Context: an optimization exercise on an open-source flow, tuned for small area, a short achievable clock period and few clock cycles. The choices shown serve that exercise and are no tape-out recipe.
The RTL was checked by simulation tests, not by an equivalence proof against the original design.
Power figures rest on the tool's default switching activity, not on a simulated workload.

==> v20: inputs <==
## cache
module cache #(
    parameter  LINE_ADDR_LEN = 3,  
    parameter  SET_ADDR_LEN  = 2,  
    parameter  TAG_ADDR_LEN  = 6,  
    parameter  WAY_CNT       = 4   
)(
    input   logic           clk,
    input   logic           rst,
    output  logic           miss,        
    input   logic   [31:0]  addr,        
    input   logic           rd_req,      
    output  logic   [31:0]  rd_data,     
    input   logic           wr_req,      
    input   logic   [31:0]  wr_data,     
    output  logic   [TAG_ADDR_LEN+SET_ADDR_LEN-1:0] mem_addr,
    output  logic                                   mem_rd_req,
    output  logic                                   mem_wr_req,
    output  logic   [32*(1<<LINE_ADDR_LEN)-1:0]     mem_wr_data,
    input   logic   [32*(1<<LINE_ADDR_LEN)-1:0]     mem_rd_data,
    input   logic                                   mem_gnt
);
Settings: LEC_CHECK=0, CAP_MARGIN=20, CORE_MARGIN=2, CORE_UTILIZATION=50, CTS_CLUSTER_DIAMETER=100, CTS_CLUSTER_SIZE=25, PLACE_DENSITY=0.6, SLEW_MARGIN=20; clock period 18.0 ns.
standard.sh (not shown) runs the stock make flow with config.mk's settings and CLKGATE_MAP_FILE= SYNTH_SCRIPT=/design/flow/synth_recipe.tcl, a recipe that flattens the netlist after the stock synthesis.
==> flow/flow/run.sh <==
#!/bin/bash
# Layout flow: the standard flow (standard.sh, unchanged synthesis, same SDC and
# clock period) with two changes to how the layout is made:
#  - timing repair aims at a larger setup margin, so that repair works on the
#    paths that set the achieved period (the clock period itself is unchanged);
#  - the port buffers inserted for every input and output are plain buf_2 cells.
# The make output goes to flow_make.log; each ORFS step writes its own log under orfs/logs.
set -euo pipefail
bash standard.sh \
  SETUP_SLACK_MARGIN=13 \
  "BUFFER_PORTS_ARGS=-buffer_cell sky130_fd_sc_hd__buf_2" \
  finish > flow_make.log 2>&1
==> inputs of v32, as changes to v20 <==
--- a/flow/design.v
+++ b/flow/design.v
@@ -100,19 +100,22 @@
     assign mem_rd_req = mem_rd_req_r;
     assign mem_wr_req = mem_wr_req_r;
     logic [5:0] vtag;
     always_comb begin
         vtag = '0;
         for (int l = 0; l < NL; l++) if (sel_r[l]) vtag = vtag | tags[l];
     end
+    logic [1:0] set_b;
+    assign set_b = {set_r[3] | set_r[2], set_r[3] | set_r[1]};
+    wire wb_next = (gnt_rd && vdirty_r) || (st_wb && !mem_gnt);
     always_ff @(posedge clk) begin
         if (st_look)
             mem_addr_r <= addr[12:5];
-        else if (gnt_rd)
-            mem_addr_r[7:2] <= vtag;
+        else
+            mem_addr_r <= {wb_next ? vtag : tag_r, set_b};
     end
     assign mem_addr = mem_addr_r;
     logic [255:0] line_q;
     always_comb begin
         line_q = '0;
         for (int l = 0; l < NL; l++)
             for (int k = 0; k < NW; k++)
==> flow/flow/run.sh (replaced) <==
#!/bin/bash
# Layout flow: the standard flow (standard.sh, unchanged synthesis, same SDC and
# clock period) with two changes to how the layout is made:
#  - timing repair aims at a larger setup margin, so that repair works on the
#    paths that set the achieved period (the clock period itself is unchanged);
#  - the port buffers inserted for every input and output are plain buf_2 cells.
# The make output goes to flow_make.log; each ORFS step writes its own log under orfs/logs.
set -euo pipefail
bash standard.sh \
  SETUP_SLACK_MARGIN=12.8 \
  "BUFFER_PORTS_ARGS=-buffer_cell sky130_fd_sc_hd__buf_2" \
  finish > flow_make.log 2>&1
- CORE_UTILIZATION: 50 -> 35
- PLACE_DENSITY: 0.6 -> 0.45
==> inputs of v8, as changes to v20 <==
==> flow/run.sh (new file) <==
#!/bin/bash
# synth_recipe.tcl (not shown) runs the flow's synth.tcl, then flattens the netlist and writes it again
# the make line also repeats each setting of config.mk as NAME=value (left out here)
make -C /OpenROAD-flow-scripts/flow DESIGN_CONFIG=/design/flow/config.mk WORK_HOME=/design/flow/orfs CLKGATE_MAP_FILE= SYNTH_SCRIPT=/design/flow/synth_recipe.tcl finish
- CORE_UTILIZATION: 50 -> 25
- CTS_CLUSTER_DIAMETER: 100 -> unset
- CTS_CLUSTER_SIZE: 25 -> unset
- PLACE_DENSITY: 0.6 -> 0.35
- SETUP_SLACK_MARGIN: unset -> 0.3
removed: flow/flow/run.sh
removed: flow/standard.sh
==> results.txt <==
	v20	v8	v32
Result of the run	no timing/DRC/antenna violations	no timing/DRC/antenna violations	no timing/DRC/antenna violations
Cell Int Power	0.0147 W	0.0187 W	0.0148 W
Global-route track usage on met1	0.480	0.316	0.387
Filler cells	25283	64512	42636
Slack of the worst reg-to-reg path	12820 ps	11800 ps	12530 ps
Proportion of power drawn by the clock network	0.282	0.425	0.291
Fraction of area in multi-input gates	0.164	0.149	0.162
Core region area	331000 um^2	663000 um^2	472000 um^2
Non-clock buffer area fraction after layout	0.0379	0.0469	0.0339
Critical path start-end classification	flip-flop to output pin	flip-flop to output pin	flip-flop to flip-flop
Terminating pin of the worst hold path	lru[2][2]	lru[1][4]	lru[1][5]
Placed cell count	13426	18035	15280
Combinational power	0.00228 W	0.00253 W	0.00235 W
Tap cell count	4366	8879	6223
Die width	581 um	819 um	693 um
Final critical-path share of the clock period	0.292	0.353	0.304
Min-delay src	lru[2][2]	lru[1][4]	lru[1][5]
Die height	581 um	819 um	693 um
Share of the yosys chip area belonging to registers	0.808	0.808	0.808
Core utilization of the finished layout	0.557	0.306	0.393
Post-Layout Cell Count	14115	19185	15836
Post-Synthesis Cells	8775	8775	8726
Clock slew seen by the registers of the worst setup and hold paths	100 ps	50 ps	110 ps
Clock latency at the later pin of the worst-skew pair	980 ps	1120 ps	1020 ps
Detailed-router iteration count before antenna repair	15	10	9
Wire length per cell	47.5 um	43.4 um	46.2 um
Testbench counts of v20, summed over its fixed seeds: cycles 130,394.
Testbench counts of v32, summed over its fixed seeds: cycles 130,394.
Testbench counts of v8, summed over its fixed seeds: cycles 130,394.

## separate check: timing with driven ports
In the flow no input, the clock included, has a driving cell. The finished layouts below were timed again as built, in two steps. Step 1, drivers: a clkbuf_16 drives clk and a buf_2 each remaining input, both assumed. Step 2 moves the port delays by t, midway between the first and last clock arrival at a register: inputs arrive t later, outputs are due t later. That takes back most of the time a late clock gives input paths. Slacks: ideal / step 1 / step 2; pairs: ideal / step 1.
run	shift t [ns]	setup WS [ns]	pins driven straight from the clock port
v20	1.054	12.741 / 12.630 / 12.178	1
v32	1.120	12.527 / 12.527 / 12.035	1
v8	1.232	11.645 / 11.499 / 11.489	1
After both steps setup and hold are still met in every run listed. For v20, which loses most, drivers alone change the setup slack by -0.111 ns; drivers and shift together by -0.563 ns.
